Context: an optimization exercise on an open-source flow, tuned for small area and a short achievable clock period. The choices shown serve that exercise and are no tape-out recipe.
Function was checked by simulation only, so behaviour that the tests miss may differ from the original.
Power figures rest on the tool's default switching activity, not on a simulated workload.

--- flow/run.sh ---
#!/bin/bash
# The standard layout, with the ports buffered by small plain buffers
# (buffer_ports would otherwise pick a slow delay cell); repair may upsize them.
set -euo pipefail
export BUFFER_PORTS_ARGS="-buffer_cell sky130_fd_sc_hd__buf_1"
bash standard.sh > standard.log 2>&1
--- standard.sh ---
#!/bin/bash
# synth_recipe.tcl (not shown) runs the flow's synth.tcl, then flattens the netlist and writes it again
# the make line also repeats each setting of config.mk as NAME=value (left out here)
make -C /OpenROAD-flow-scripts/flow DESIGN_CONFIG=/design/flow/config.mk WORK_HOME=/design/flow/orfs CLKGATE_MAP_FILE= SYNTH_SCRIPT=/design/flow/synth_recipe.tcl "${@:-finish}"
--- config.mk ---
export PLATFORM = sky130hd
export DESIGN_NAME = top
export DESIGN_NICKNAME = top
export VERILOG_FILES = /design/flow/design.v
export SDC_FILE = /design/flow/constraint.sdc
export NUM_CORES = 4
export LEC_CHECK = 0
export CAP_MARGIN = 20
export CORE_MARGIN = 2
export CORE_UTILIZATION = 40
export CTS_BUF_LIST = sky130_fd_sc_hd__clkbuf_8
export CTS_CLUSTER_DIAMETER = 60
export CTS_CLUSTER_SIZE = 14
export SETUP_SLACK_MARGIN = 1.4
export SLEW_MARGIN = 20
export SYNTH_HIERARCHICAL = 1
export SYNTH_MINIMUM_KEEP_SIZE = 0
--- constraint.sdc ---
create_clock -name core_clock -period 3.1 [get_ports {clk}]
set_input_delay 0.6200 -clock core_clock [delete_from_list [all_inputs] [get_ports {clk}]]
set_output_delay 0.6200 -clock core_clock [all_outputs]
set_load 0.01 [all_outputs]
--- design.v ---
module fifo
	#(
		parameter DATA_WIDTH = 64,  
		parameter ADDR_WIDTH = 5
	)
	(
		input logic								clk,
		input logic								rst,
		input logic		[DATA_WIDTH-1:0] 		data_input,
		input logic								read_enable_input,
		input logic								write_enable_input,
		output logic	[DATA_WIDTH-1:0]		data_output,
		output logic							empty,
		output logic							full
	);
	localparam FIFO_SIZE = (1 << ADDR_WIDTH);
	reg [FIFO_SIZE-1:0] rd_ok;
	reg [FIFO_SIZE-1:0] wr_ok;
	reg [FIFO_SIZE-1:1] count_is;
	reg                 not_empty_r;	 
	reg                 full_r;
	wire read_enable  = read_enable_input  && not_empty_r;
	wire write_enable = write_enable_input && !full_r;
	wire count_up     = write_enable && !read_enable;
	wire count_down   = read_enable  && !write_enable;
	wire [FIFO_SIZE-1:0] rd_rot = {rd_ok[FIFO_SIZE-2:0], rd_ok[FIFO_SIZE-1]};
	wire [FIFO_SIZE-1:0] wr_rot = {wr_ok[FIFO_SIZE-2:0], wr_ok[FIFO_SIZE-1]};
	wire [FIFO_SIZE:0] count_ext = {full_r, count_is, !not_empty_r};
	reg [FIFO_SIZE-1:0] rd_ok_next, wr_ok_next;
	reg [FIFO_SIZE-1:1] count_is_next;
	reg                 not_empty_next, full_next;
	integer k;
	always @(*) begin
		if (read_enable)
			rd_ok_next = (count_down && count_is[1]) ? {FIFO_SIZE{1'b0}} : rd_rot;
		else if (write_enable && !not_empty_r)
			rd_ok_next = wr_ok;
		else
			rd_ok_next = rd_ok;
		if (write_enable)
			wr_ok_next = (count_up && count_is[FIFO_SIZE-1]) ? {FIFO_SIZE{1'b0}} : wr_rot;
		else if (read_enable && full_r)
			wr_ok_next = rd_ok;
		else
			wr_ok_next = wr_ok;
		for (k = 1; k < FIFO_SIZE; k = k + 1)
			count_is_next[k] = count_up   ? count_ext[k-1] :
			                   count_down ? count_ext[k+1] : count_ext[k];
		not_empty_next = count_up   ? 1'b1 :
		                 count_down ? !count_is[1] : not_empty_r;
		full_next      = count_up   ? count_is[FIFO_SIZE-1] :
		                 count_down ? 1'b0 : full_r;
	end
	assign empty = !not_empty_r;
	assign full  = full_r;
	always @(posedge clk, posedge rst) begin
		if (rst) begin
			rd_ok       <= 0;
			wr_ok       <= 1;
			count_is    <= 0;
			not_empty_r <= 1'b0;
			full_r      <= 1'b0;
		end else begin
			rd_ok       <= rd_ok_next;
			wr_ok       <= wr_ok_next;
			count_is    <= count_is_next;
			not_empty_r <= not_empty_next;
			full_r      <= full_next;
		end
	end
	wire [FIFO_SIZE-1:0] wsel   = {FIFO_SIZE{write_enable_input}} & wr_ok;
	wire [FIFO_SIZE-1:0] wsel_n = ~wsel;
	wire [FIFO_SIZE-1:0] rsel   = {FIFO_SIZE{read_enable_input}} & rd_ok;
	wire                 rhold  = !read_enable;
	genvar i;
	wire [DATA_WIDTH-1:0] mem_q [0:FIFO_SIZE-1];
	generate
		for (i = 0; i < FIFO_SIZE; i = i + 1) begin : entry
			reg  [DATA_WIDTH-1:0] word;
			wire [DATA_WIDTH-1:0] word_d;
			fifo_ao22 #(.W(DATA_WIDTH)) hold_mux (
				.a(data_input), .sa(wsel[i]),
				.b(word),       .sb(wsel_n[i]),
				.y(word_d));
			always @(posedge clk)
				word <= word_d;
			assign mem_q[i] = word;
		end
	endgenerate
	wire [DATA_WIDTH-1:0] rd_n0, rd_n1, rd_n2, rd_word;
	fifo_aoi222 #(.W(DATA_WIDTH)) rd_g0 (
		.a(mem_q[0]), .sa(rsel[0]),
		.b(mem_q[1]), .sb(rsel[1]),
		.c(mem_q[2]), .sc(rsel[2]),
		.y(rd_n0));
	fifo_aoi222 #(.W(DATA_WIDTH)) rd_g1 (
		.a(mem_q[3]), .sa(rsel[3]),
		.b(mem_q[4]), .sb(rsel[4]),
		.c(mem_q[5]), .sc(rsel[5]),
		.y(rd_n1));
	fifo_aoi222 #(.W(DATA_WIDTH)) rd_g2 (
		.a(mem_q[6]),    .sa(rsel[6]),
		.b(mem_q[7]),    .sb(rsel[7]),
		.c(data_output), .sc(rhold),
		.y(rd_n2));
	fifo_nand3 #(.W(DATA_WIDTH)) rd_g3 (
		.a(rd_n0), .b(rd_n1), .c(rd_n2), .y(rd_word));
	always @(posedge clk)
		data_output <= rd_word;
endmodule  
module fifo_ao22 #(parameter W = 1) (
	input  [W-1:0] a,
	input          sa,
	input  [W-1:0] b,
	input          sb,
	output [W-1:0] y
);
	assign y = ({W{sa}} & a) | ({W{sb}} & b);
endmodule
module fifo_aoi222 #(parameter W = 1) (
	input  [W-1:0] a,
	input          sa,
	input  [W-1:0] b,
	input          sb,
	input  [W-1:0] c,
	input          sc,
	output [W-1:0] y
);
	assign y = ~(({W{sa}} & a) | ({W{sb}} & b) | ({W{sc}} & c));
endmodule
module fifo_nand3 #(parameter W = 1) (
	input  [W-1:0] a,
	input  [W-1:0] b,
	input  [W-1:0] c,
	output [W-1:0] y
);
	assign y = ~(a & b & c);
endmodule
module top(
	input clk,
	input rst,
	input [64-1:0] data_input,
	input read_enable,
	input write_enable,
	output [64-1:0] data_output,
	output empty,
	output full
);
fifo #(
	.DATA_WIDTH(64),  
	.ADDR_WIDTH(3))
	fifo(	clk,
			rst,
			data_input,
			read_enable,
			write_enable,
			data_output,
			empty,
			full
			);
endmodule
==> results of run 1 <==
cells by family after synthesis:
group                     count (synthesis)
muxes                                     1
DFF                                     601
xor gates and xnor gates                  1
AOI/OAI and AO/OA                       730
buffers and inverters                   198
and+or+nand+nor                         115
worst max-delay path, delay by kind of cell, from the launching register on:
family                 cells  cell delay, ns
DFF                        1            0.39
buffers and inverters      2            0.17
repair_timing:
item | in CTS | in global routing
setup buffers | 9 | 8
cloned | 1 | 2
hold buffers | 0 | 1
endpoints found under the setup margin | 124 | 116
endpoints found under the hold margin | 0 | 6
resized for setup | 226 | 18
pin swaps | 2 | 8
metal layers:
| layer | track usage | vias up |
|---|---|---|
| met5 | 0 | - |
| met4 | 0.07269 | 8 |
| met3 | 0.05206 | 116 |
| met2 | 0.3512 | 841 |
| met1 | 0.3177 | 8096 |
| li1 | - | 6893 |
layout make-up:
cell class | count | area [um^2]
flip-flops and latches | 601 | 12270
diodes | 1 | 2.502
repair inverters | 1 | 20.02
repair buffers | 199 | 1789
clock buffers | 55 | 757.0
inverters | 16 | 86.33
well taps | 688 | 860.8
fillers | 4724 | 29460
multi-input cells | 847 | 7331
clock inverters | 8 | 76.32
registers in the layout, indices dropped and copies added, names as in the netlist:
signal,count
fifo.data_output,64
fifo.count_is,7
fifo.full_r,1
fifo.not_empty_r,1
fifo.entry.word,512
fifo.rd_ok,8
fifo.wr_ok,8
power by group:
| group | internal (mW) | total [mW] | switching [mW] | leakage, nW |
|---|---|---|---|---|
| Sequential | 7.76 | 7.80 | 0.0449 | 4.99 |
| Clock | 1.63 | 4.25 | 2.62 | 0.435 |
| Combinational | 0.181 | 0.650 | 0.469 | 3.53 |
cell usage in the layout (no fill, tap or decap), drive strengths merged:
master,netlist,layout
dlygate4sd3,0,1
and3,16,16
a21oi,3,3
xnor2,1,1
a211o,1,1
a22o,512,512
nand2b,1,1
nor2b,1,1
clkinv,0,5
clkbuf,2,60
and2,9,9
or3b,1,1
nand2,11,11
clkinvlp,0,1
diode,0,1
nor2,3,3
a221o,17,17
nor3b,1,1
a222oi,192,192
dfrtp,24,24
mux2,1,1
dfstp,1,1
inv,16,19
a221oi,4,4
a211oi,1,1
nor3,7,7
nand3,65,65
dfxtp,576,576
buf,180,193
path summary, 6_finish.rpt:
kind	to	slack, ns	depth (start not counted)
max	empty	1.26	2
min	fifo.count_is[7]	0.40	3
max reg2reg	fifo.data_output[63]	1.42	4
min reg2reg	fifo.entry[7].word[56]	0.48	1
max in group asynchronous	fifo.wr_ok[0]	2.20	4
min in group core_clock	fifo.not_empty_r	0.41	4
==> impl_metrics.ini, run 1 <==
[run_status]
outcome = complete, no violations

[die]
start_util = 0.4058
dieHeight_um = 235.1
rows = 84
die_width_um = 235.1
core_area_um2 = 52660
dieArea_um2 = 55290
io_pins = 134

[placed_design]
port_buffers = 133
numPlacedInstances = 2330
gp_congestion = 0.7447
post_dp_cell_area_um2 = 21450
place_ws_ns = 0.5917
place_hpwl_mm = 34.50

[synth]
yosys.area.top_type_share = 0.5396
yosysWarnings = 7
ys_seq_area_frac = 0.5689
ys_types = 29
synth_top_family_by_area = compound AO/OA/AOI/OAI gates
synth_compound_area_frac = 0.3112
yosysMostFrequentCell = dfxtp_1
ys_async_sr_fraction = 0.04160
synth_flop_cell = dfxtp_1
postSynthCellCount = 1646
synth-edff-count = 0
synthAdderAreaFrac = 0
synth_common_cells = dfxtp_1, a22o_1, a222oi_1
netlist_area_um2 = 21370
yosysTopAreaCell = dfxtp_1
synthMuxAreaShare = 0.0007026
avgSynthCellArea_um2 = 12.98
synthXorXnorAreaFrac = 0.0004099
ys_ff_latch = 601
synth_nets = 1714
synth_area_leaders = dfxtp_1, a22o_1, a222oi_1
synth_simple_gate_area_frac = 0.02799

[drt]
met1Wirelength_mm = 28.66
top_layer = met5
wl_per_cell_um = 27.53
drtPass1Iterations = 7
ant_nets = 0
vias_per_cell = 6.603
routed-wl-met3_mm = 6.464
wl_mm = 66.52
drcViolationCount = 0
vias = 15950
dr_wl_met2_mm = 29.89
drt-initial-drc-count = 2206

[grt]
grt_pass1_vias = 16020
grt_pass1_wl_mm = 99.83
grt_overflow = 0
antenna_found_initial = 5
grt_start_max_net_pins = 65
track_usage = 0.2284

[worst_setup_path]
worstSetupStartpointType = flop
end_kind = output pin
slowest_delay_ns = 0.39
critPathKind = flop to output pin
crit_arrival_ns = 1.22
crit_required_ns = 2.48
path_cells = inv_1 > buf_2
critPathLaunch = fifo.not_empty_r
r2r_start = fifo.rd_ok[1]
critical-path-slowest-cell = dfrtp_1
critPathMaxFanout = 2

[cts]
cts.path.max_buffers = 3
cts_tree = yes
cts-root-buf = clkbuf_8
cts_buffers = 52
htreeDepth = 2
insertion_delay_ns = 0.67
clock-sinks = 601
clk_pin_slew_ns = 0.09

[sta]
worst_slack_ns = 1.257
fmax_ghz = 0.5426
holdWs_ns = 0.4017
skew_ns = 0.03106
finalSetupTns_ns = 0
finalSetupViolations = 0
slew_viol_final = 0
tightest_slew_ns = 0.9473
finalHoldViolCount = 0
period_needed_ns = 1.843
rsz0062_at_grt = yes
worst_slew_margin_rel = 0.3685
fin_crit_sh = 0.5945

[finish]
final_cell_area_um2 = 23190
final_cell_count_no_fill = 2416
layout-drive-gt1-share = 0.1697
area_growth_pct = 8.525
final_core_util = 0.4404
finalNetCount = 1786

[worst_hold_path]
min-delay-path-class = input port to async pin

[pwr]
p_total_mw = 12.71
leakagePower_nw = 8.956
ir_drop_v = 0.0004054
power.density_nw_per_um2 = 547.9

[flow_run]
maxCapViolCount = 0
==> run 2: changes to the inputs <==
--- a/config.mk
+++ b/config.mk
@@ -8,9 +8,9 @@
 export CAP_MARGIN = 20
 export CORE_MARGIN = 2
 export CORE_UTILIZATION = 40
-export CTS_BUF_LIST = sky130_fd_sc_hd__clkbuf_8
-export CTS_CLUSTER_DIAMETER = 60
-export CTS_CLUSTER_SIZE = 14
+export CTS_CLUSTER_DIAMETER = 80
+export CTS_CLUSTER_SIZE = 20
+export PLACE_DENSITY = 0.75
 export SETUP_SLACK_MARGIN = 1.4
 export SLEW_MARGIN = 20
 export SYNTH_HIERARCHICAL = 1
==> run 2 against run 1 <==
Still clean on timing, DRC and antenna. Sequential share of layout area is 0.60 points higher. Non-clock buffer count is 6 lower. Flip-flop and latch count stayed put. Power is 2.5% higher. Fmax is 4.6% higher. Die area stayed put. Critical path depth stayed put. Sequential power hardly changed. Combinational power is 12% lower. Worst hold slack better by 0.072 ns. Largest power group unchanged.
==> impl_metrics.ini, run 2 <==
[run_status]
outcome = complete, no violations

[placed_design]
port_buffers = 133
place_hpwl_mm = 35.06
gp_congestion = 0.7934
post_dp_cell_area_um2 = 21460
numPlacedInstances = 2332
place_ws_ns = 0.7192

[synth]
yosysWarnings = 7
ys_types = 29
ys_async_sr_fraction = 0.04160
synth_area_leaders = dfxtp_1, a22o_1, a222oi_1
yosysTopAreaCell = dfxtp_1
postSynthCellCount = 1646
netlist_area_um2 = 21370
avgSynthCellArea_um2 = 12.98
synth_common_cells = dfxtp_1, a22o_1, a222oi_1
synth-edff-count = 0
yosysMostFrequentCell = dfxtp_1
synth_nets = 1714
yosys.area.top_type_share = 0.5396
ys_ff_latch = 601
ys_seq_area_frac = 0.5689
synth_flop_cell = dfxtp_1

[die]
dieHeight_um = 235.1
start_util = 0.4058
die_width_um = 235.1
core_area_um2 = 52660
io_pins = 134
rows = 84
dieArea_um2 = 55290

[worst_hold_path]
min-delay-path-class = flop to flop

[drt]
drt-initial-drc-count = 2516
vias_per_cell = 6.731
drtPass1Iterations = 9
wl_mm = 62.93
drcViolationCount = 0
wl_per_cell_um = 26.32
vias = 16090
ant_nets = 0

[pwr]
leakagePower_nw = 8.829
ir_drop_v = 0.0003311
power_frac_seq = 0.600
power.density_nw_per_um2 = 571.5
combPwrFrac = 0.044
clkPwrFrac = 0.356
p_int_mw = 10.09
power_switching_mw = 2.935
swShare = 0.2253
p_total_mw = 13.03

[cts]
htreeDepth = 2
insertion_delay_ns = 0.55
cts.path.max_buffers = 3
cts_tree = yes
clk_pin_slew_ns = 0.08
cts-root-buf = clkbuf_16
clock-sinks = 601
cts_buffers = 36

[worst_setup_path]
end_kind = output pin
crit_required_ns = 2.48
crit_arrival_ns = 1.14
critPathKind = flop to output pin
worstSetupStartpointType = flop
critPathMaxFanout = 3

[finish]
top_regs = fifo.entry.word: 512 flops, fifo.data_output: 64 flops
final_core_util = 0.4328
final_cell_mix = dfxtp_1, a22o_1, a222oi_1
area_growth_pct = 6.646
largest_reg_flops = 512
final_cell_count_no_fill = 2391
layout-drive-gt1-share = 0.1265
top_register = fifo.entry.word
final_cell_area_um2 = 22790
finalNetCount = 1765
layout_commonest_cell = dfxtp_1

[sta]
finalSetupViolations = 0
holdWs_ns = 0.4737
finalSetupTns_ns = 0
slew_viol_final = 0
worst_slack_ns = 1.338
tightest_slew_ns = 0.8598
fmax_ghz = 0.5676
fin_crit_sh = 0.5684
skew_ns = 0.02644
period_needed_ns = 1.762
finalHoldViolCount = 0
rsz0062_at_grt = yes
worst_slew_margin_rel = 0.4268

[grt]
antenna_found_initial = 9
grt_start_max_net_pins = 65
grt_pass1_wl_mm = 95.62
track_usage = 0.2139
grt_pass1_vias = 15920
grt_overflow = 0

[flow_run]
maxCapViolCount = 0
==> run 2: repair_timing <==
item                                   CTS  global route
pin swaps                                1             6
endpoints found under the hold margin    0             5
setup endpoints to repair               92            59
gates resized for setup                 81            35
hold buffers                             0             1
cloned                                   1             2
buffers inserted                         4             6
==> run 2: power groups by stage <==
stage	Sequential, mW	Combinational, mW	Clock (mW)
3_3_place_gp	8.01	0.458	0
5_1_grt	7.83	0.621	4.97
2_1_floorplan	7.99	0.297	0
4_1_cts	7.82	0.526	4.69
6_report	7.82	0.571	4.64
3_5_place_dp	8.01	0.483	0
==> run 2: layer usage <==
layer,vias to the layer above,GRT usage,part of all wire
met2,996,0.3344,0.45
met1,8072,0.2873,0.41
li1,6858,-,-
met3,154,0.04597,0.11
met4,14,0.08746,0.032
met5,-,0,0.0013
==> run 2: final timing paths <==
check | from | to | slack (ns) | cells after the start
setup / recovery | fifo.not_empty_r | empty | 1.34 | 2
hold / removal | fifo.entry[1].word[13] | fifo.entry[1].word[13] | 0.47 | 1
setup reg to reg | fifo.rd_ok[2] | fifo.data_output[26] | 1.35 | 4
hold reg to reg | fifo.entry[1].word[13] | fifo.entry[1].word[13] | 0.47 | 1
max in group asynchronous | rst | fifo.wr_ok[0] | 2.07 | 4
min in group asynchronous | rst | fifo.count_is[2] | 0.53 | 3
==> run 2: critical path: stages, from the launching register on <==
cell	delay [ns]
dfrtp_2	0.44
inv_2	0.06
buf_6	0.09
==> run 2: layout make-up <==
class                           count  area, um^2
Inverter                           16       72.57
Tap cell                          688       860.8
Timing Repair Buffer              193        1366
Antenna cell                        3       7.507
Clock buffer                       39       933.4
Sequential cell                   601       12190
Fill cell                        4709       29870
Clock inverter                      2       21.27
Multi-Input combinational cell    849        7335
==> run 2: logic make-up (layout without fill, tap and decap cells) <==
| logic type | count (synthesis) | in the layout | synth area share |
|---|---|---|---|
| AND/OR/NAND/NOR | 115 | 117 | 0.02799 |
| AO/OA/AOI/OAI | 730 | 730 | 0.3112 |
| buffers and inverters | 198 | 250 | 0.09075 |
| other | 0 | 3 | 0 |
| flip-flops | 601 | 601 | 0.5689 |
| multiplexers | 1 | 1 | 0.0007024 |
| XOR/XNOR | 1 | 1 | 0.0004099 |
==> run 3: changes to the inputs <==
--- a/config.mk
+++ b/config.mk
@@ -10,7 +10,6 @@
 export CORE_UTILIZATION = 40
 export CTS_CLUSTER_DIAMETER = 80
 export CTS_CLUSTER_SIZE = 20
-export PLACE_DENSITY = 0.75
 export SETUP_SLACK_MARGIN = 1.4
 export SLEW_MARGIN = 20
 export SYNTH_HIERARCHICAL = 1
==> run 3 against run 2 <==
Cell area up 1.6%. Power increased by 2.9%. Global-route usage up 1.3 points. Critical path depth unchanged. Critical path type unchanged.
==> impl_metrics.ini, run 3 <==
[run_status]
outcome = complete, no violations

[worst_setup_path]
crit_arrival_ns = 1.12
end_kind = output pin
crit_required_ns = 2.48
worstSetupStartpointType = flop
path_cells = inv_1 > buf_2
slowest_delay_ns = 0.38
critPathMaxFanout = 2
critical-path-slowest-cell = dfrtp_1
critPathKind = flop to output pin

[synth]
synth_nets = 1714
synth-edff-count = 0
yosys.area.top_type_share = 0.5396
ys_types = 29
avgSynthCellArea_um2 = 12.98
ys_ff_latch = 601
ys_async_sr_fraction = 0.04160
yosysMostFrequentCell = dfxtp_1
synth_area_leaders = dfxtp_1, a22o_1, a222oi_1
yosysTopAreaCell = dfxtp_1
synth_common_cells = dfxtp_1, a22o_1, a222oi_1
yosysWarnings = 7
synth_flop_cell = dfxtp_1
netlist_area_um2 = 21370
postSynthCellCount = 1646
ys_seq_area_frac = 0.5689

[pwr]
ir_drop_v = 0.0003366
power.density_nw_per_um2 = 579.0
leakagePower_nw = 8.984

[finish]
layout-drive-gt1-share = 0.1571
final_cell_mix = dfxtp_1, a22o_1, a222oi_1
top_regs = fifo.entry.word: 512 flops, fifo.data_output: 64 flops
largest_reg_flops = 512
area_growth_pct = 8.379
final_core_util = 0.4398
layout_commonest_cell = dfxtp_1
top_register = fifo.entry.word
finalNetCount = 1768
final_cell_count_no_fill = 2396

[cts]
clk_pin_slew_ns = 0.08
cts-root-buf = clkbuf_16
cts.path.max_buffers = 3
cts_buffers = 37
cts_tree = yes
clock-sinks = 601
htreeDepth = 2
insertion_delay_ns = 0.58

[grt]
grt_start_max_net_pins = 65
antenna_found_initial = 5
grt_pass1_vias = 15820
grt_overflow = 0
track_usage = 0.2266
grt_pass1_wl_mm = 98.93

[placed_design]
place_hpwl_mm = 34.50
gp_congestion = 0.7447
numPlacedInstances = 2330
port_buffers = 133

[die]
rows = 84
core_area_um2 = 52660
dieHeight_um = 235.1
start_util = 0.4058
die_width_um = 235.1
io_pins = 134
dieArea_um2 = 55290

[sta]
finalSetupViolations = 0
rsz0062_at_grt = yes
fmax_ghz = 0.5751
period_needed_ns = 1.739
finalHoldViolCount = 0
holdWs_ns = 0.4727
finalSetupTns_ns = 0
skew_ns = 0.02023
tightest_slew_ns = 1.050
fin_crit_sh = 0.5610
slew_viol_final = 0
worst_slew_margin_rel = 0.3003

[worst_hold_path]
min-delay-path-class = flop to flop

[drt]
ant_nets = 0
vias = 15920
wl_per_cell_um = 27.96
drtPass1Iterations = 8
drcViolationCount = 0
wl_mm = 67.00
vias_per_cell = 6.642
drt-initial-drc-count = 2240

[flow_run]
maxCapViolCount = 0
[run 3: layer usage]
metal  global-route usage  part of all wire  wire length (um)
met2               0.3472              0.45             30200
met3              0.05699              0.11              7177
met5                    0           0.00067                45
met4              0.06694             0.017              1126
met1               0.3148              0.42             28460
[run 3: cell type report]
cell class                 count  area [um^2]
fill                        4720        29500
sequential                   601        12260
multi-input combinational    848         7331
timing repair buffer         192         1534
clock buffer                  41        983.4
tap                          688        860.8
inverter                      16        86.33
clock inverter                 4        52.55
timing repair inverter         4        45.04
antenna                        2        5.005
[run 3: logic make-up (layout without fill, tap and decap cells)]
family,after synthesis,in the layout,synth area share
DFF,601,601,0.5689
xor gates and xnor gates,1,1,0.0004099
buffers and inverters,198,257,0.09075
muxes,1,1,0.0007024
and+or+nand+nor,115,116,0.02799
other,0,2,0
AOI/OAI and AO/OA,730,730,0.3112
[run 3: what timing repair did]
| action | in CTS | in global routing |
|---|---|---|
| hold buffers | 0 | 1 |
| pin swaps | 2 | 5 |
| setup buffers | 3 | 7 |
| cloned | 1 | 6 |
| setup endpoints to repair | 122 | 80 |
| gates resized for setup | 152 | 52 |
| endpoints found under the hold margin | 0 | 6 |
[run 3: stage by stage]
| step | area [um^2] | setup WS (ns) | power, mW |
|---|---|---|---|
| finish | 23160 | 1.361 | 13.41 |
| global route | 23160 | 1.294 | 13.83 |
| CTS | 22830 | 1.340 | 13.35 |
| detailed placement | 21450 | 0.5917 | 8.501 |
| global placement | 21450 | 0.6485 | 8.482 |
| floorplan | 21410 | 1.366 | 8.289 |
[run 3: report_power, final]
group | internal, mW | leakage (nW) | switching [mW] | total (mW)
clock network | 2.29 | 0.508 | 2.61 | 4.90
registers | 7.76 | 4.99 | 0.0421 | 7.80
logic | 0.187 | 3.49 | 0.516 | 0.704
[run 3: worst max-delay path: cells and delay by family, from the launching register on]
family   cells  cell delay [ns]
buf+inv      2             0.17
flops        1             0.38
[run 3: worst paths after layout]
kind,startpoint,endpoint,slack (ns),depth (start not counted)
setup / recovery,fifo.not_empty_r,empty,1.36,2
hold / removal,fifo.entry[2].word[1],fifo.entry[2].word[1],0.47,1
setup reg to reg,fifo.not_empty_r,fifo.data_output[43],1.44,6
hold reg to reg,fifo.entry[2].word[1],fifo.entry[2].word[1],0.47,1
max in group asynchronous,rst,fifo.wr_ok[0],2.11,4
min in group asynchronous,rst,fifo.count_is[2],0.50,3
==> run 4: changes to the inputs <==
--- a/config.mk
+++ b/config.mk
@@ -10,7 +10,8 @@
 export CORE_UTILIZATION = 40
 export CTS_CLUSTER_DIAMETER = 80
 export CTS_CLUSTER_SIZE = 20
-export SETUP_SLACK_MARGIN = 1.4
+export PLACE_DENSITY = 0.7
+export SETUP_SLACK_MARGIN = 1.3
 export SLEW_MARGIN = 20
 export SYNTH_HIERARCHICAL = 1
 export SYNTH_MINIMUM_KEEP_SIZE = 0
==> run 4 against run 3 <==
Wire length shrank 4.4%. Final cell count decreased by 0.50%. Setup slack worse by 0.037 ns. Highest routed layer unchanged.
==> impl_metrics.ini, run 4 <==
[drt]
wl_per_cell_um = 26.87
drcViolationCount = 0
ant_nets = 0
vias_per_cell = 6.672
drt-initial-drc-count = 2530
vias = 15910
wl_mm = 64.05
drtPass1Iterations = 7

[cts]
cts_buffers = 37
insertion_delay_ns = 0.57
htreeDepth = 2
cts_tree = yes
clock-sinks = 601
clk_pin_slew_ns = 0.08
cts-root-buf = clkbuf_16
cts.path.max_buffers = 3

[worst_setup_path]
critPathKind = flop to output pin
r2r_start = fifo.rd_ok[5]
path_delay_family = flip-flops
path_buf_inv = 1
worstSetupStartpointType = flop
timing.reg2reg.setup_slack_ns = 1.36
rr_endpoint = fifo.data_output[17]
critPathMaxFanout = 2
path_cells = buf_1
rr_worst_depth = 4
end_kind = output pin
crit_arrival_ns = 1.16
slowest_delay_ns = 0.42
critical-path-slowest-cell = dfxtp_1
crit_required_ns = 2.48

[finish]
largest_reg_flops = 512
top_regs = fifo.entry.word: 512 flops, fifo.data_output: 64 flops
multi_input_area_um2 = 7310
area_growth_pct = 5.855
final_cell_mix = dfxtp_1, a22o_1, a222oi_1
seq_area_um2 = 12170
final_core_util = 0.4296
layout_commonest_cell = dfxtp_1
final_cell_count_no_fill = 2384
fill_cells = 4769
top_register = fifo.entry.word
finalNetCount = 1750
layout-drive-gt1-share = 0.08575

[synth]
postSynthCellCount = 1646
ys_ff_latch = 601
yosysTopAreaCell = dfxtp_1
ys_async_sr_fraction = 0.04160
yosysWarnings = 7
synth_area_leaders = dfxtp_1, a22o_1, a222oi_1
avgSynthCellArea_um2 = 12.98
ys_types = 29
synth-edff-count = 0
synth_nets = 1714
netlist_area_um2 = 21370
synth_common_cells = dfxtp_1, a22o_1, a222oi_1
synth_flop_cell = dfxtp_1
yosysMostFrequentCell = dfxtp_1
ys_seq_area_frac = 0.5689
yosys.area.top_type_share = 0.5396

[die]
dieHeight_um = 235.1
io_pins = 134
start_util = 0.4058
dieArea_um2 = 55290
core_area_um2 = 52660
die_width_um = 235.1
rows = 84

[sta]
finalHoldViolCount = 0
skew_ns = 0.01462
tightest_slew_ns = 1.011
finalSetupTns_ns = 0
fin_crit_sh = 0.5729
rsz0062_at_grt = yes
slew_viol_final = 0
finalSetupViolations = 0
fmax_ghz = 0.5630
period_needed_ns = 1.776
worst_slew_margin_rel = 0.3261

[placed_design]
numPlacedInstances = 2328
gp_congestion = 0.7884
place_hpwl_mm = 34.99
port_buffers = 133

[grt]
grt_pass1_wl_mm = 98.63
grt_overflow = 0
grt_start_max_net_pins = 65
antenna_found_initial = 11
track_usage = 0.2220
grt_pass1_vias = 16440

[run_status]
outcome = complete, no violations

[pwr]
power.density_nw_per_um2 = 585.7
leakagePower_nw = 8.600
ir_drop_v = 0.0002970
p_total_mw = 13.25

[flow_run]
maxCapViolCount = 0

[worst_hold_path]
min-delay-path-class = input port to async pin
==> run 4: cell counts after synthesis <==
No cell type changed its count.
==> run 4: area by class of cell <==
| type | instances | share of cell area |
|---|---|---|
| timing repair buffer | 179 | 0.05150 |
| clock inverter | 6 | 0.003153 |
| antenna | 5 | 0.0005531 |
| clock buffer | 42 | 0.04270 |
| sequential | 601 | 0.5380 |
| multi-input combinational | 847 | 0.3231 |
| inverter | 16 | 0.002876 |
| tap | 688 | 0.03806 |
==> run 4: power breakdown <==
group	switching [mW]	internal, mW
combinational	0.424	0.145
clock	2.55	2.32
sequential	0.0407	7.77
total	3.02	10.2
==> run 4: through the flow <==
step | cell area [um^2] | setup WS, ns | hold slack [ns]
floorplan | 21390 | 1.326 | 0.4388
global placement | 21510 | 0.6196 | 0.4511
detailed placement | 21510 | 0.5469 | 0.4521
CTS | 22590 | 1.300 | 0.2617
global route | 22620 | 1.298 | 0.1597
finish | 22620 | 1.324 | 0.1139
==> run 4: worst max-delay path by stage <==
| stage | startpoint | endpoint | cells after the start |
|---|---|---|---|
| 3_3_place_gp | read_enable | fifo.data_output[62] | 6 |
| 5_1_grt | fifo.not_empty_r | empty | 2 |
| 3_5_place_dp | read_enable | fifo.rd_ok[2] | 6 |
| 6_report | fifo.data_output[13] | data_output[13] | 1 |
| 4_1_cts | fifo.data_output[1] | data_output[1] | 1 |
| 2_1_floorplan | read_enable | fifo.data_output[10] | 8 |
==> run 4: cell families (layout without fill, tap and decap cells) <==
family                 count (synthesis)  after routing  share of synthesized area
AO/OA/AOI/OAI                        730            730                     0.3112
buffers and inverters                198            243                    0.09075
other                                  0              5                          0
flip-flops                           601            601                     0.5689
XOR/XNOR                               1              1                  0.0004099
AND/OR/NAND/NOR                      115            115                    0.02799
multiplexers                           1              1                  0.0007024
==> run 4: what timing repair did <==
item,in CTS,in global routing
setup buffers,3,0
hold buffers,0,0
gates cloned,0,0
gates resized for setup,14,14
setup endpoints to repair,73,195
==> run 4: worst reg2reg max path, delay by kind of cell, from the launching register on <==
kind | cells | cell delay, ns
compound gates | 1 | 0.36
buf+inv | 1 | 0.28
flops | 1 | 0.43
simple gates | 2 | 0.52
==> run 4: per-layer routing <==
| metal | track usage | routed length [um] | up-vias |
|---|---|---|---|
| met5 | 0 | 74 | - |
| met4 | 0.07077 | 1412 | 12 |
| met3 | 0.04784 | 5929 | 117 |
| met2 | 0.3599 | 29480 | 846 |
| met1 | 0.2954 | 27150 | 8090 |
| li1 | - | - | 6841 |
==> run 5: changes to the inputs <==
--- a/config.mk
+++ b/config.mk
@@ -10,7 +10,6 @@
 export CORE_UTILIZATION = 40
 export CTS_CLUSTER_DIAMETER = 80
 export CTS_CLUSTER_SIZE = 20
-export PLACE_DENSITY = 0.7
 export SETUP_SLACK_MARGIN = 1.3
 export SLEW_MARGIN = 20
 export SYNTH_HIERARCHICAL = 1
==> run 5 against run 4 <==
Cell area grew 0.12%. Sequential share of layout area about the same. Largest cell class unchanged. First-iteration DRC count shrank 4.2%. Sequential power hardly changed. Largest power group unchanged. Area after synthesis is the same.
==> impl_metrics.ini, run 5 <==
[synth]
postSynthCellCount = 1646
netlist_area_um2 = 21370
yosys.area.top_type_share = 0.5396
ys_seq_area_frac = 0.5689
synth_nets = 1714
yosysWarnings = 7
synth_area_leaders = dfxtp_1, a22o_1, a222oi_1
synth-edff-count = 0
synth_common_cells = dfxtp_1, a22o_1, a222oi_1
ys_ff_latch = 601
avgSynthCellArea_um2 = 12.98
yosysTopAreaCell = dfxtp_1
ys_types = 29
synth_flop_cell = dfxtp_1
yosysMostFrequentCell = dfxtp_1
ys_async_sr_fraction = 0.04160

[worst_setup_path]
critPathKind = flop to output pin
path_delay_family = flip-flops
worstSetupStartpointType = flop
timing.reg2reg.setup_slack_ns = 1.36
path_cells = buf_1
critical-path-slowest-cell = dfxtp_1
slowest_delay_ns = 0.41
crit_arrival_ns = 1.16
path_buf_inv = 1
crit_required_ns = 2.48
end_kind = output pin
critPathMaxFanout = 2

[sta]
tightest_slew_ns = 0.7100
rsz0062_at_grt = yes
skew_ns = 0.02327
fmax_ghz = 0.5627
slew_viol_final = 0
finalHoldViolCount = 0
finalSetupTns_ns = 0
holdWs_ns = 0.05150
fin_crit_sh = 0.5733
worst_slack_ns = 1.323
worst_slew_margin_rel = 0.5266
period_needed_ns = 1.777
finalSetupViolations = 0

[drt]
drcViolationCount = 0
drt-initial-drc-count = 2423
ant_nets = 0
vias = 15910
wl_per_cell_um = 27.67
wl_mm = 66.09
vias_per_cell = 6.661
drtPass1Iterations = 9

[cts]
htreeDepth = 2
clock-sinks = 601
cts.path.max_buffers = 3
clk_pin_slew_ns = 0.09
hold_buffers = 0
cts_buffers = 37
cts_tree = yes
insertion_delay_ns = 0.58
cts-root-buf = clkbuf_16

[grt]
antenna_found_initial = 5
track_usage = 0.2301
grt_start_max_net_pins = 65
grt_pass1_vias = 16090
grt_pass1_wl_mm = 100.5
grt_overflow = 0

[placed_design]
port_buffers = 133
gp_congestion = 0.7710
place_hpwl_mm = 34.70
place_ws_ns = 0.7774
numPlacedInstances = 2333

[finish]
largest_reg_flops = 512
top_register = fifo.entry.word
area_growth_pct = 5.984
final_cell_count_no_fill = 2389
layout_commonest_cell = dfxtp_1
top_regs = fifo.entry.word: 512 flops, fifo.data_output: 64 flops
layout-drive-gt1-share = 0.09369
final_cell_mix = dfxtp_1, a22o_1, a222oi_1
finalNetCount = 1755

[die]
io_pins = 134
rows = 84
core_area_um2 = 52660
start_util = 0.4058
dieArea_um2 = 55290
dieHeight_um = 235.1
die_width_um = 235.1

[pwr]
leakagePower_nw = 8.638
p_total_mw = 13.31
ir_drop_v = 0.0003061
power.density_nw_per_um2 = 587.7

[worst_hold_path]
min-delay-path-class = input port to async pin

[flow_run]
maxCapViolCount = 0

[run_status]
outcome = complete, no violations
## run 5: path summary, 6_finish.rpt
path                                        start                      to  depth (start not counted)
max                          fifo.data_output[19]         data_output[19]                          1
min                                           rst           fifo.wr_ok[3]                          2
max reg2reg                           fifo.full_r           fifo.rd_ok[7]                          4
min reg2reg                fifo.entry[2].word[36]  fifo.entry[2].word[36]                          1
max in group asynchronous                     rst        fifo.not_empty_r                          3
min in group core_clock    fifo.entry[2].word[36]  fifo.entry[2].word[36]                          1
## run 5: kinds of logic (layout without fill, tap and decap cells)
family	count (synthesis)	in the layout	share of synthesized area
DFF	601	601	0.5689
AOI/OAI and AO/OA	730	730	0.3112
buffers and inverters	198	249	0.09075
and+or+nand+nor	115	115	0.02799
other	0	4	0
xor gates and xnor gates	1	1	0.0004099
muxes	1	1	0.0007024
## run 5: metal layers
layer  routed length [um]  GRT usage  up-vias
met5                   22          0        -
met4                 1704    0.07231        4
met3                 6169    0.05124      113
met2                29670     0.3568      843
met1                28530     0.3189     8105
li1                     -          -     6847
## run 5: area by class of cell
type | count | area (um^2)
inverters | 16 | 67.56
clock inverters | 6 | 60.06
flip-flops and latches | 601 | 12180
diodes | 4 | 10.01
clock buffers | 43 | 991.0
repair buffers | 184 | 1171
fillers | 4772 | 30010
multi-input cells | 847 | 7310
well taps | 688 | 860.8
## run 5: per-stage QoR
stage                       util  instance area, um^2
after global placement    0.4082                21490
final                     0.4301                22650
after floorplan                -                21390
after detailed placement  0.4082                21490
after CTS                 0.4290                22590
after global routing      0.4300                22640
## run 5: repair_timing
item,in CTS,in global routing
buffers inserted,2,0
resized for setup,23,20
hold endpoints to repair,0,0
endpoints found under the setup margin,83,31
## run 5: where the power goes
group,total [mW],internal (mW),switching [mW],leakage (nW)
clock network,4.92,2.30,2.62,0.516
registers,7.82,7.77,0.0453,4.96
logic,0.575,0.153,0.422,3.16

[port drivers added, routing unchanged]
Ports are ideal in the flow. The routed layouts listed here were re-timed in OpenROAD.
Step 1, drivers: a clkbuf_16 drives clk and a buf_2 each remaining input, both assumed.
Step 2 moves the port delays by t, midway between the first and last clock arrival at a register: inputs arrive t later, outputs are due t later. That takes back most of the time a late clock gives input paths.
Three values: ideal, step 1, step 2; two values: the first two.
run | t (ns) | slack for setup (ns) | hold WS [ns]
run 1 | 0.712 | 1.257 / 1.199 / 0.956 | 0.402 / 0.361 / 0.476
run 2 | 0.593 | 1.338 / 1.280 / 0.853 | 0.474 / 0.474 / 0.474
run 3 | 0.631 | 1.361 / 1.295 / 0.988 | 0.473 / 0.431 / 0.473
run 4 | 0.615 | 1.324 / 1.268 / 0.796 | 0.114 / 0.082 / 0.475
run 5 | 0.625 | 1.323 / 1.268 / 0.860 | 0.051 / 0.017 / 0.473
After both steps setup and hold are still met in every run listed. The setup slack of run 4, which loses most, moves by -0.056 ns with the drivers and by -0.528 ns with both steps.
